This design comes from an exercise in tuning for small area and a short achievable clock period on the open sky130 flow, not from production work. Only simulation tests tie the RTL to the original design; equivalence was not proved.

===== design/flow/config.mk =====
export PLATFORM = sky130hd
export DESIGN_NAME = me
export DESIGN_NICKNAME = me
export VERILOG_FILES = /design/flow/design.v
export SDC_FILE = /design/flow/constraint.sdc
export NUM_CORES = 4
export LEC_CHECK = 0
export CAP_MARGIN = 20
export CORE_MARGIN = 2
export CORE_UTILIZATION = 40
export SLEW_MARGIN = 20

===== design/flow/constraint.sdc =====
create_clock -name core_clock -period 40.0 [get_ports {clk}]
set_input_delay 8.0000 -clock core_clock [delete_from_list [all_inputs] [get_ports {clk}]]
set_output_delay 8.0000 -clock core_clock [all_outputs]
set_load 0.01 [all_outputs]

===== design/flow/design.v =====
module pe(
	input wire	[7:0]data1,
	input wire	[7:0]data2,
	output wire	[7:0]data_out
	);
	assign data_out =(data1>=data2)?(data1-data2):(data2-data1);
endmodule
module array(
	input wire	clk,
	input wire [7:0]data_in0,
	input wire [7:0]data_in1,
	input wire [7:0]data_in2,
	input wire [7:0]data_in3,
	input wire [7:0]data_ref00,
	input wire [7:0]data_ref01,
	input wire [7:0]data_ref02,
	input wire [7:0]data_ref03,
	input wire [7:0]data_ref10,
	input wire [7:0]data_ref11,
	input wire [7:0]data_ref12,
	input wire [7:0]data_ref13,
	input wire [7:0]data_ref20,
	input wire [7:0]data_ref21,
	input wire [7:0]data_ref22,
	input wire [7:0]data_ref23,
	input wire [7:0]data_ref30,
	input wire [7:0]data_ref31,
	input wire [7:0]data_ref32,
	input wire [7:0]data_ref33,
	output reg [11:0]mad
	);
	reg [7:0] re[3:0][3:0];
	wire [7:0] w[3:0][3:0];
	wire [7:0] abs[3:0][3:0];
	wire [11:0]mad_wire;
	genvar i,j;
	always @(posedge clk) begin
			re[0][0]<=data_in0;
			re[0][1]<=data_in1;
			re[0][2]<=data_in2;
			re[0][3]<=data_in3;
			re[1][0]<=re[0][0];
			re[1][1]<=re[0][1];
			re[1][2]<=re[0][2];
			re[1][3]<=re[0][3];
			re[2][0]<=re[1][0];
			re[2][1]<=re[1][1];
			re[2][2]<=re[1][2];
			re[2][3]<=re[1][3];
			re[3][0]<=re[2][0];
			re[3][1]<=re[2][1];
			re[3][2]<=re[2][2];
			re[3][3]<=re[2][3];
	end
	assign w[0][0] = re[3][0];
	assign w[0][1] = re[3][1];
	assign w[0][2] = re[3][2];
	assign w[0][3] = re[3][3];
	assign w[1][0] = re[2][0];
	assign w[1][1] = re[2][1];
	assign w[1][2] = re[2][2];
	assign w[1][3] = re[2][3];
	assign w[2][0] = re[1][0];
	assign w[2][1] = re[1][1];
	assign w[2][2] = re[1][2];
	assign w[2][3] = re[1][3];
	assign w[3][0] = re[0][0];
	assign w[3][1] = re[0][1];
	assign w[3][2] = re[0][2];
	assign w[3][3] = re[0][3];
	pe pe00(.data1(w[0][0]),.data2(data_ref00),.data_out(abs[0][0]));
	pe pe01(.data1(w[0][1]),.data2(data_ref01),.data_out(abs[0][1]));
	pe pe02(.data1(w[0][2]),.data2(data_ref02),.data_out(abs[0][2]));
	pe pe03(.data1(w[0][3]),.data2(data_ref03),.data_out(abs[0][3]));
	pe pe10(.data1(w[1][0]),.data2(data_ref10),.data_out(abs[1][0]));
	pe pe11(.data1(w[1][1]),.data2(data_ref11),.data_out(abs[1][1]));
	pe pe12(.data1(w[1][2]),.data2(data_ref12),.data_out(abs[1][2]));
	pe pe13(.data1(w[1][3]),.data2(data_ref13),.data_out(abs[1][3]));
	pe pe20(.data1(w[2][0]),.data2(data_ref20),.data_out(abs[2][0]));
	pe pe21(.data1(w[2][1]),.data2(data_ref21),.data_out(abs[2][1]));
	pe pe22(.data1(w[2][2]),.data2(data_ref22),.data_out(abs[2][2]));
	pe pe23(.data1(w[2][3]),.data2(data_ref23),.data_out(abs[2][3]));
	pe pe30(.data1(w[3][0]),.data2(data_ref30),.data_out(abs[3][0]));
	pe pe31(.data1(w[3][1]),.data2(data_ref31),.data_out(abs[3][1]));
	pe pe32(.data1(w[3][2]),.data2(data_ref32),.data_out(abs[3][2]));
	pe pe33(.data1(w[3][3]),.data2(data_ref33),.data_out(abs[3][3]));
	assign mad_wire = abs[0][0]+abs[0][1]+abs[0][2]+abs[0][3]
					+abs[1][0]+abs[1][1]+abs[1][2]+abs[1][3]
					+abs[2][0]+abs[2][1]+abs[2][2]+abs[2][3]
					+abs[3][0]+abs[3][1]+abs[3][2]+abs[3][3];
	always @(posedge clk) begin
		mad<=mad_wire;
	end
endmodule
module comparator(
	input wire [191:0] mad_12_16_in,
	input wire	clk,
	input wire	rst,
	input wire	compare, 
	input wire	[3:0]mv_vertical, 
	output	reg [11:0] min,
	output	reg [3:0] mvx,
	output	reg [3:0] mvy 
	);
	wire [11:0] mad[15:0];
	genvar unpk_idx;
	generate for (unpk_idx=0; unpk_idx<16; unpk_idx=unpk_idx+1) begin : unpack
		assign mad[unpk_idx] = mad_12_16_in[12*unpk_idx+11:12*unpk_idx];
	end endgenerate
	integer	i;
	reg [11:0] row_min;
	reg [3:0] row_idx;
	always @(*) begin
		row_min = mad[0];
		row_idx = 0;
		for(i=1;i<16;i=i+1)begin
			if (mad[i]<row_min) begin
				row_min = mad[i];
				row_idx = i;
			end
		end
	end
	always @(posedge clk) begin
		if (rst) begin
			min<=0;
			mvx<=0;
			mvy<=0;
		end
		else if (compare) begin
			if (mv_vertical==0 || row_min<min) begin 
				min<=row_min;
				mvx<=row_idx;
				mvy<=mv_vertical;
			end
		end
	end
endmodule
module ctl(
	input wire clk,
	input wire rst,
	output 	reg	rd1,rd2,
	output	reg	[10:0]	addr1_0, addr1_1, 
	output	reg	[10:0]	addr2_0, addr2_1, 
	output	reg	[3:0]	mv_vertical,
	output	reg	compare
	);
	reg	[4:0] cnt_inloop;
	always @(posedge clk) begin
		if (rst) begin
			cnt_inloop<=0;
			addr2_0<=0;
			addr2_1<=0;
		end
		else if (cnt_inloop==19) begin 
			cnt_inloop<=0;
			if (addr2_0==1916) begin
				addr2_0<=0;
				addr2_1<=addr2_1+4; 
			end
			else begin
				addr2_0<=addr2_0+4; 
			end
		end
		else  begin
			cnt_inloop<=cnt_inloop+1;
		end
	end
	always @(posedge clk) begin
		if (rst) begin
			addr1_0<=0;
			addr1_1<=0;
		end
		else if (cnt_inloop==0) begin
			addr1_0<=addr2_0;
			addr1_1<=addr2_1;
		end
		else if (cnt_inloop != 19) begin
			addr1_1<=addr1_1+1;
		end
	end
	always @(posedge clk ) begin
		if (rst) begin
			compare<=0;
		end
		else if (cnt_inloop==0 || cnt_inloop==1 || cnt_inloop==2 || cnt_inloop==19) begin
			compare<=0;
		end
		else begin
			compare<=1;
		end
	end
	always @(posedge clk) begin
		if (rst) mv_vertical<=0;
		else case(cnt_inloop)
		0:;
		1:;
		2:;
		3:mv_vertical<=0;
		4:mv_vertical<=1;
		5:mv_vertical<=2;
		6:mv_vertical<=3;
		7:mv_vertical<=4;
		8:mv_vertical<=5;
		9:mv_vertical<=6;
		10:mv_vertical<=7;
		11:mv_vertical<=8;
		12:mv_vertical<=9;
		13:mv_vertical<=10;
		14:mv_vertical<=11;
		15:mv_vertical<=12;
		16:mv_vertical<=13;
		17:mv_vertical<=14;
		18:mv_vertical<=15;
		default:;
		endcase
	end
	always @(posedge clk) begin
		if (rst) begin
			rd2<=0;
		end
		else if (cnt_inloop==19) begin
			rd2<=1;
		end
		else begin
			rd2<=0;
		end
	end
	always @(posedge clk) begin
		if (rst) begin
			rd1<=0;
		end
		else if (cnt_inloop !=19) begin
			rd1<=1;
		end
		else begin
			rd1<=0;
		end
	end
endmodule
module me(
	input wire clk,
	input wire rst,
	input wire [7:0]data_in0,
	input wire [7:0]data_in1,
	input wire [7:0]data_in2,
	input wire [7:0]data_in3,
	input wire [7:0]data_in4,
	input wire [7:0]data_in5,
	input wire [7:0]data_in6,
	input wire [7:0]data_in7,
	input wire [7:0]data_in8,
	input wire [7:0]data_in9,
	input wire [7:0]data_in10,
	input wire [7:0]data_in11,
	input wire [7:0]data_in12,
	input wire [7:0]data_in13,
	input wire [7:0]data_in14,
	input wire [7:0]data_in15,
	input wire [7:0]data_in16,
	input wire [7:0]data_in17,
	input wire [7:0]data_in18,
	input wire [7:0]data_ref00,
	input wire [7:0]data_ref01,
	input wire [7:0]data_ref02,
	input wire [7:0]data_ref03,
	input wire [7:0]data_ref10,
	input wire [7:0]data_ref11,
	input wire [7:0]data_ref12,
	input wire [7:0]data_ref13,
	input wire [7:0]data_ref20,
	input wire [7:0]data_ref21,
	input wire [7:0]data_ref22,
	input wire [7:0]data_ref23,
	input wire [7:0]data_ref30,
	input wire [7:0]data_ref31,
	input wire [7:0]data_ref32,
	input wire [7:0]data_ref33,
	output wire rd1,
	output wire rd2,
	output wire [10:0]	addr1_0,
	output wire [10:0]	addr1_1,
	output wire [10:0]	addr2_0,
	output wire [10:0]	addr2_1,
	output wire [3:0]	mvx,
	output wire [3:0]	mvy,
	output wire [11:0]	min
	);
wire [191:0] mad_12_16_in;
wire compare;
wire [3:0]mv_vertical;
array array0(
	.clk(clk),
	.data_in0(data_in0),
	.data_in1(data_in1),
	.data_in2(data_in2),
	.data_in3(data_in3),
	.data_ref00(data_ref00),
	.data_ref01(data_ref01),
	.data_ref02(data_ref02),
	.data_ref03(data_ref03),
	.data_ref10(data_ref10),
	.data_ref11(data_ref11),
	.data_ref12(data_ref12),
	.data_ref13(data_ref13),
	.data_ref20(data_ref20),
	.data_ref21(data_ref21),
	.data_ref22(data_ref22),
	.data_ref23(data_ref23),
	.data_ref30(data_ref30),
	.data_ref31(data_ref31),
	.data_ref32(data_ref32),
	.data_ref33(data_ref33),
	.mad(mad_12_16_in[11:0])
	);
array array1(
	.clk(clk),
	.data_in0(data_in1),
	.data_in1(data_in2),
	.data_in2(data_in3),
	.data_in3(data_in4),
	.data_ref00(data_ref00),
	.data_ref01(data_ref01),
	.data_ref02(data_ref02),
	.data_ref03(data_ref03),
	.data_ref10(data_ref10),
	.data_ref11(data_ref11),
	.data_ref12(data_ref12),
	.data_ref13(data_ref13),
	.data_ref20(data_ref20),
	.data_ref21(data_ref21),
	.data_ref22(data_ref22),
	.data_ref23(data_ref23),
	.data_ref30(data_ref30),
	.data_ref31(data_ref31),
	.data_ref32(data_ref32),
	.data_ref33(data_ref33),
	.mad(mad_12_16_in[23:12])
	);
array array2(
	.clk(clk),
	.data_in0(data_in2),
	.data_in1(data_in3),
	.data_in2(data_in4),
	.data_in3(data_in5),
	.data_ref00(data_ref00),
	.data_ref01(data_ref01),
	.data_ref02(data_ref02),
	.data_ref03(data_ref03),
	.data_ref10(data_ref10),
	.data_ref11(data_ref11),
	.data_ref12(data_ref12),
	.data_ref13(data_ref13),
	.data_ref20(data_ref20),
	.data_ref21(data_ref21),
	.data_ref22(data_ref22),
	.data_ref23(data_ref23),
	.data_ref30(data_ref30),
	.data_ref31(data_ref31),
	.data_ref32(data_ref32),
	.data_ref33(data_ref33),
	.mad(mad_12_16_in[35:24])
	);
array array3(
	.clk(clk),
	.data_in0(data_in3),
	.data_in1(data_in4),
	.data_in2(data_in5),
	.data_in3(data_in6),
	.data_ref00(data_ref00),
	.data_ref01(data_ref01),
	.data_ref02(data_ref02),
	.data_ref03(data_ref03),
	.data_ref10(data_ref10),
	.data_ref11(data_ref11),
	.data_ref12(data_ref12),
	.data_ref13(data_ref13),
	.data_ref20(data_ref20),
	.data_ref21(data_ref21),
	.data_ref22(data_ref22),
	.data_ref23(data_ref23),
	.data_ref30(data_ref30),
	.data_ref31(data_ref31),
	.data_ref32(data_ref32),
	.data_ref33(data_ref33),
	.mad(mad_12_16_in[47:36])
	);
array array4(
	.clk(clk),
	.data_in0(data_in4),
	.data_in1(data_in5),
	.data_in2(data_in6),
	.data_in3(data_in7),
	.data_ref00(data_ref00),
	.data_ref01(data_ref01),
	.data_ref02(data_ref02),
	.data_ref03(data_ref03),
	.data_ref10(data_ref10),
	.data_ref11(data_ref11),
	.data_ref12(data_ref12),
	.data_ref13(data_ref13),
	.data_ref20(data_ref20),
	.data_ref21(data_ref21),
	.data_ref22(data_ref22),
	.data_ref23(data_ref23),
	.data_ref30(data_ref30),
	.data_ref31(data_ref31),
	.data_ref32(data_ref32),
	.data_ref33(data_ref33),
	.mad(mad_12_16_in[59:48])
	);
array array5(
	.clk(clk),
	.data_in0(data_in5),
	.data_in1(data_in6),
	.data_in2(data_in7),
	.data_in3(data_in8),
	.data_ref00(data_ref00),
	.data_ref01(data_ref01),
	.data_ref02(data_ref02),
	.data_ref03(data_ref03),
	.data_ref10(data_ref10),
	.data_ref11(data_ref11),
	.data_ref12(data_ref12),
	.data_ref13(data_ref13),
	.data_ref20(data_ref20),
	.data_ref21(data_ref21),
	.data_ref22(data_ref22),
	.data_ref23(data_ref23),
	.data_ref30(data_ref30),
	.data_ref31(data_ref31),
	.data_ref32(data_ref32),
	.data_ref33(data_ref33),
	.mad(mad_12_16_in[71:60])
	);
array array6(
	.clk(clk),
	.data_in0(data_in6),
	.data_in1(data_in7),
	.data_in2(data_in8),
	.data_in3(data_in9),
	.data_ref00(data_ref00),
	.data_ref01(data_ref01),
	.data_ref02(data_ref02),
	.data_ref03(data_ref03),
	.data_ref10(data_ref10),
	.data_ref11(data_ref11),
	.data_ref12(data_ref12),
	.data_ref13(data_ref13),
	.data_ref20(data_ref20),
	.data_ref21(data_ref21),
	.data_ref22(data_ref22),
	.data_ref23(data_ref23),
	.data_ref30(data_ref30),
	.data_ref31(data_ref31),
	.data_ref32(data_ref32),
	.data_ref33(data_ref33),
	.mad(mad_12_16_in[83:72])
	);
array array7(
	.clk(clk),
	.data_in0(data_in7),
	.data_in1(data_in8),
	.data_in2(data_in9),
	.data_in3(data_in10),
	.data_ref00(data_ref00),
	.data_ref01(data_ref01),
	.data_ref02(data_ref02),
	.data_ref03(data_ref03),
	.data_ref10(data_ref10),
	.data_ref11(data_ref11),
	.data_ref12(data_ref12),
	.data_ref13(data_ref13),
	.data_ref20(data_ref20),
	.data_ref21(data_ref21),
	.data_ref22(data_ref22),
	.data_ref23(data_ref23),
	.data_ref30(data_ref30),
	.data_ref31(data_ref31),
	.data_ref32(data_ref32),
	.data_ref33(data_ref33),
	.mad(mad_12_16_in[95:84])
	);
array array8(
	.clk(clk),
	.data_in0(data_in8),
	.data_in1(data_in9),
	.data_in2(data_in10),
	.data_in3(data_in11),
	.data_ref00(data_ref00),
	.data_ref01(data_ref01),
	.data_ref02(data_ref02),
	.data_ref03(data_ref03),
	.data_ref10(data_ref10),
	.data_ref11(data_ref11),
	.data_ref12(data_ref12),
	.data_ref13(data_ref13),
	.data_ref20(data_ref20),
	.data_ref21(data_ref21),
	.data_ref22(data_ref22),
	.data_ref23(data_ref23),
	.data_ref30(data_ref30),
	.data_ref31(data_ref31),
	.data_ref32(data_ref32),
	.data_ref33(data_ref33),
	.mad(mad_12_16_in[107:96])
	);
array array9(
	.clk(clk),
	.data_in0(data_in9),
	.data_in1(data_in10),
	.data_in2(data_in11),
	.data_in3(data_in12),
	.data_ref00(data_ref00),
	.data_ref01(data_ref01),
	.data_ref02(data_ref02),
	.data_ref03(data_ref03),
	.data_ref10(data_ref10),
	.data_ref11(data_ref11),
	.data_ref12(data_ref12),
	.data_ref13(data_ref13),
	.data_ref20(data_ref20),
	.data_ref21(data_ref21),
	.data_ref22(data_ref22),
	.data_ref23(data_ref23),
	.data_ref30(data_ref30),
	.data_ref31(data_ref31),
	.data_ref32(data_ref32),
	.data_ref33(data_ref33),
	.mad(mad_12_16_in[119:108])
	);
array array10(
	.clk(clk),
	.data_in0(data_in10),
	.data_in1(data_in11),
	.data_in2(data_in12),
	.data_in3(data_in13),
	.data_ref00(data_ref00),
	.data_ref01(data_ref01),
	.data_ref02(data_ref02),
	.data_ref03(data_ref03),
	.data_ref10(data_ref10),
	.data_ref11(data_ref11),
	.data_ref12(data_ref12),
	.data_ref13(data_ref13),
	.data_ref20(data_ref20),
	.data_ref21(data_ref21),
	.data_ref22(data_ref22),
	.data_ref23(data_ref23),
	.data_ref30(data_ref30),
	.data_ref31(data_ref31),
	.data_ref32(data_ref32),
	.data_ref33(data_ref33),
	.mad(mad_12_16_in[131:120])
	);
array array11(
	.clk(clk),
	.data_in0(data_in11),
	.data_in1(data_in12),
	.data_in2(data_in13),
	.data_in3(data_in14),
	.data_ref00(data_ref00),
	.data_ref01(data_ref01),
	.data_ref02(data_ref02),
	.data_ref03(data_ref03),
	.data_ref10(data_ref10),
	.data_ref11(data_ref11),
	.data_ref12(data_ref12),
	.data_ref13(data_ref13),
	.data_ref20(data_ref20),
	.data_ref21(data_ref21),
	.data_ref22(data_ref22),
	.data_ref23(data_ref23),
	.data_ref30(data_ref30),
	.data_ref31(data_ref31),
	.data_ref32(data_ref32),
	.data_ref33(data_ref33),
	.mad(mad_12_16_in[143:132])
	);
array array12(
	.clk(clk),
	.data_in0(data_in12),
	.data_in1(data_in13),
	.data_in2(data_in14),
	.data_in3(data_in15),
	.data_ref00(data_ref00),
	.data_ref01(data_ref01),
	.data_ref02(data_ref02),
	.data_ref03(data_ref03),
	.data_ref10(data_ref10),
	.data_ref11(data_ref11),
	.data_ref12(data_ref12),
	.data_ref13(data_ref13),
	.data_ref20(data_ref20),
	.data_ref21(data_ref21),
	.data_ref22(data_ref22),
	.data_ref23(data_ref23),
	.data_ref30(data_ref30),
	.data_ref31(data_ref31),
	.data_ref32(data_ref32),
	.data_ref33(data_ref33),
	.mad(mad_12_16_in[155:144])
	);
array array13(
	.clk(clk),
	.data_in0(data_in13),
	.data_in1(data_in14),
	.data_in2(data_in15),
	.data_in3(data_in16),
	.data_ref00(data_ref00),
	.data_ref01(data_ref01),
	.data_ref02(data_ref02),
	.data_ref03(data_ref03),
	.data_ref10(data_ref10),
	.data_ref11(data_ref11),
	.data_ref12(data_ref12),
	.data_ref13(data_ref13),
	.data_ref20(data_ref20),
	.data_ref21(data_ref21),
	.data_ref22(data_ref22),
	.data_ref23(data_ref23),
	.data_ref30(data_ref30),
	.data_ref31(data_ref31),
	.data_ref32(data_ref32),
	.data_ref33(data_ref33),
	.mad(mad_12_16_in[167:156])
	);
array array14(
	.clk(clk),
	.data_in0(data_in14),
	.data_in1(data_in15),
	.data_in2(data_in16),
	.data_in3(data_in17),
	.data_ref00(data_ref00),
	.data_ref01(data_ref01),
	.data_ref02(data_ref02),
	.data_ref03(data_ref03),
	.data_ref10(data_ref10),
	.data_ref11(data_ref11),
	.data_ref12(data_ref12),
	.data_ref13(data_ref13),
	.data_ref20(data_ref20),
	.data_ref21(data_ref21),
	.data_ref22(data_ref22),
	.data_ref23(data_ref23),
	.data_ref30(data_ref30),
	.data_ref31(data_ref31),
	.data_ref32(data_ref32),
	.data_ref33(data_ref33),
	.mad(mad_12_16_in[179:168])
	);
array array15(
	.clk(clk),
	.data_in0(data_in15),
	.data_in1(data_in16),
	.data_in2(data_in17),
	.data_in3(data_in18),
	.data_ref00(data_ref00),
	.data_ref01(data_ref01),
	.data_ref02(data_ref02),
	.data_ref03(data_ref03),
	.data_ref10(data_ref10),
	.data_ref11(data_ref11),
	.data_ref12(data_ref12),
	.data_ref13(data_ref13),
	.data_ref20(data_ref20),
	.data_ref21(data_ref21),
	.data_ref22(data_ref22),
	.data_ref23(data_ref23),
	.data_ref30(data_ref30),
	.data_ref31(data_ref31),
	.data_ref32(data_ref32),
	.data_ref33(data_ref33),
	.mad(mad_12_16_in[191:180])
	);
comparator comparator1(
	.clk(clk),
	.rst(rst),
	.compare(compare),
	.mad_12_16_in(mad_12_16_in),
	.mv_vertical(mv_vertical),
	.min(min),
	.mvx(mvx),
	.mvy(mvy)
	);
ctl ctl1(
	.clk(clk),
	.rst(rst),
	.rd1(rd1),
	.rd2(rd2),
	.addr1_0(addr1_0),
	.addr1_1(addr1_1),
	.addr2_0(addr2_0),
	.addr2_1(addr2_1),
	.mv_vertical(mv_vertical),
	.compare(compare)
	);
endmodule

===== design/flow/run.sh =====
#!/bin/bash
# synth_recipe.tcl (not shown) runs the flow's synth.tcl, then flattens the netlist and writes it again
# the make line also repeats each setting of config.mk as NAME=value (left out here)
make -C /OpenROAD-flow-scripts/flow DESIGN_CONFIG=/design/flow/config.mk WORK_HOME=/design/flow/orfs CLKGATE_MAP_FILE= SYNTH_SCRIPT=/design/flow/synth_recipe.tcl finish

==> qor.txt <==
result of the run = timing/DRC/antenna clean
detailed-router iteration count before antenna repair = 8
synth-to-layout area growth = 9.065%
initial antenna violation count = 41
FFs w/ async S/R, synth = 0
global placer's final weighted congestion = 1.087
clock latency of the later-clocked register in the worst-skew pair = 950 ps
overall via count from detail_route = 175200
wire length of the first global-routing pass = 1283 mm
critical path required time = 40750 ps
cell repeated most along the worst path = a21o_1
CTS H-tree depth = 3
DR DRC count = 0
Primary FF master, synth = dfxtp_1
final antenna-violating net count = 0
post-DR vias/cell = 5.720
met1 WL = 400.6 mm
CTS tree = built
Worst Clk Skew = 107.2 ps
fraction of final layout cells sized beyond drive strength 1 = 0.06132
post-detailed-placement half-perimeter wirelength = 792.6 mm
crit end category = register
pins over their slew limit = 0
number of port buffers = 341
# clock sinks = 870
CP top delay family = compound AO/OA/AOI/OAI gates
classification of the worst-slack hold path = reg2reg
synthesized instance count = 22830
number of core rows = 266
final setup violation count = 0
cell area after technology mapping = 210300 um^2
global-route congestion overflow total = 0
Final period util = 0.9363
final cell utilization of the core = 0.4376
number of enable-type register cells in the synthesized netlist = 0
start-to-end type of the worst setup path = reg2reg
Routed Wire Length = 923.0 mm
CTS Buffer Depth = 4
worst endpoint data arrival time = 38200 ps
worst path setup slack after routing = 2547 ps
die extent in y = 729.1 um
fin nets = 30440
unrepaired setup endpoints after global routing = false
delay of the slowest cell on the worst path = 550 ps
Fin. Hold Viols = 0
Placeable Area = 524200 um^2
count of buffering cells on the critical path with inverters included = 18
die footprint = 531600 um^2
number of flip-flops and latches in the synthesized netlist = 870
max-cap violation count = 0
number of buffers inserted during clock tree synthesis = 118
setup slack after placement = 1029 ps
met3 wire length = 106.1 mm
wire length per cell = 30.13 um
Max Clock Freq = 26.70 MHz
Detail Route met2 WL = 360.8 mm
max_slew headroom = 0.1938
CP Launch Type = register
number of distinct library cell variants in the gate-level netlist after synthesis = 100
slowest CP cell = or3b_1
clock slew at reported path FFs = 70 ps
Ports = 348
final setup TNS = 0 ps
uppermost layer routed = met5
minimum period implied by the final worst setup slack = 37450 ps
post-synthesis average cell area = 9.214 um^2
Tightest Pin Transition = 1201 ps
pin count of the biggest net entering global routing = 61
Yosys warning total = 5
DR iter-0 viols = 18860
number of global-route vias before repair = 169300
Initial Util = 0.4012
All-Layer GR Usage = 0.3384
Root Buffer = clkbuf_16
CP max FO = 16
part of the Yosys area used for sequential elements = 0.08281
setup slack, reg-to-reg = 2550 ps
width of the die = 729.1 um
==> placed cells by master (no fill, tap or decap), types with 647 or more instances in the layout <==
cell type	Yosys	final
a21o_1	695	695
a21oi_1	1731	1718
dfxtp_1	870	870
fa_1	2144	2144
ha_1	4459	4459
inv_1	3154	3115
mux2i_1	1540	1540
nand2_1	2259	2255
o21ai_0	648	647
xnor2_1	922	922
xor2_1	770	770
==> stage by stage <==
step / std cells / area, um^2 / hold slack [ps]
6_report: 30630 / 229400 / 375.7
5_1_grt: 30620 / 229400 / 388.6
4_1_cts: 30610 / 229200 / 369.5
3_3_place_gp: 30400 / 225200 / 373.9
2_1_floorplan: 22830 / 210300 / 334.5
3_5_place_dp: 30400 / 225200 / 378.2
==> flip-flops by register name, summed over array words and instances (netlist names), 32 cells and up <==
| signal | count |
|---|---|
| array3.re | 32 |
| array7.re | 32 |
| array10.re | 32 |
| array13.re | 32 |
| array15.re | 128 |
| array12.re | 32 |
| array0.re | 32 |
| array11.re | 32 |
| array4.re | 32 |
| array5.re | 32 |
| array9.re | 32 |
| array14.re | 32 |
| array8.re | 32 |
| array6.re | 32 |
| array2.re | 32 |
| array1.re | 32 |
==> cells in the mapped netlist, types with 99 or more instances <==
library cell / instances / area, um^2
xnor2_1: 922 / 8075
nand2_1: 2259 / 8479
a21o_1: 695 / 5218
buf_1: 147 / 551.8
a21oi_1: 1731 / 8663
o21ai_0: 648 / 3243
dfxtp_1: 870 / 17420
mux2_2: 590 / 6644
o21bai_1: 261 / 1959
ha_1: 4459 / 55790
or3_1: 99 / 619.3
nand4_1: 271 / 1695
mux2i_1: 1540 / 15410
a221oi_1: 157 / 1375
inv_1: 3154 / 11840
nor2b_1: 410 / 2565
a221o_1: 152 / 1521
a31oi_1: 116 / 725.7
o211ai_1: 165 / 1239
nor2_1: 348 / 1306
xor2_1: 770 / 6744
fa_1: 2144 / 42920
nand2b_1: 298 / 1864
a21boi_0: 143 / 1074
==> per-layer routing <==
| metal | vias to the layer above | track usage |
|---|---|---|
| li1 | 78470 | - |
| met1 | 85610 | 0.4739 |
| met2 | 9122 | 0.4730 |
| met3 | 1989 | 0.1006 |
| met4 | 26 | 0.1557 |
| met5 | - | 0.005806 |
==> final timing paths <==
kind / startpoint / endpoint / cells after the start
setup / recovery: array0.mad[5] / comparator1.min[11] / 175
hold / removal: array0.re[7][4] / array0.re[3][4] / 0
setup reg to reg: array0.mad[5] / comparator1.min[11] / 175
hold reg to reg: array0.re[7][4] / array0.re[3][4] / 0
==> worst register-to-register path, delay by kind of cell (launching register included) <==
family	cells	cell delay, ps
compound gates	89	18820
simple gates	43	8540
fa+ha+maj	16	4430
mux	9	2950
buf+inv	18	2270
flops	1	330
==> kinds of logic (layout without fill, tap and decap cells) <==
logic type | count (synthesis) | after routing | share of synthesized area
adders and majority gates | 6606 | 6606 | 0.4695
AOI/OAI and AO/OA | 4232 | 4232 | 0.1262
and+or+nand+nor | 3879 | 3879 | 0.08489
buffers and inverters | 3415 | 4232 | 0.06119
muxes | 2131 | 2131 | 0.1049
xor gates and xnor gates | 1692 | 1692 | 0.07046
DFF | 870 | 870 | 0.08281
other | 1 | 20 | 0.00001783
==> area by class of cell <==
class	count	area [um^2]
Antenna cell	14	35.03
Clock buffer	150	3236
Clock inverter	61	795.8
Fill cell	51280	294800
Inverter	3154	11840
Multi-Input combinational cell	18550	180200
Sequential cell	870	17420
Tap cell	6968	8718
Timing Repair Buffer	867	7184
==> repair_timing <==
item	CTS	global route
endpoints found under the setup margin	0	20
buffers inserted	0	6
hold buffers	0	0
resized for setup	0	18

## static timing again, ports no longer ideal
The results above use ideal ports. As a check the final layout listed here was re-extracted and re-timed, cells and wires unchanged.
Step 1 sets driving cells, clkbuf_16 on the clock port and buf_2 on the other inputs (assumed; they add their load-dependent delay and slew).
Step 2 times the ports against the registers' clock, not the clock port: input delays grow and output delays shrink by t, the midpoint of the rising clock arrivals with the driver on.
Slacks: ideal ports / drivers / drivers and shift; pairs: ideal ports / drivers.
shift t [ns]: 1.011
slack for setup (ns): 2.547 / 2.547 / 2.547
latest minus earliest clock arrival (ns): 0.108 / 0.108
slew at the worst register clock pin (ns): 0.08 / 0.08
worst data-port slew with drivers (ns): 0.15
After both steps this run still meets setup and hold. For this run, drivers alone change the setup slack by 0.000 ns; drivers and shift together by 0.000 ns.
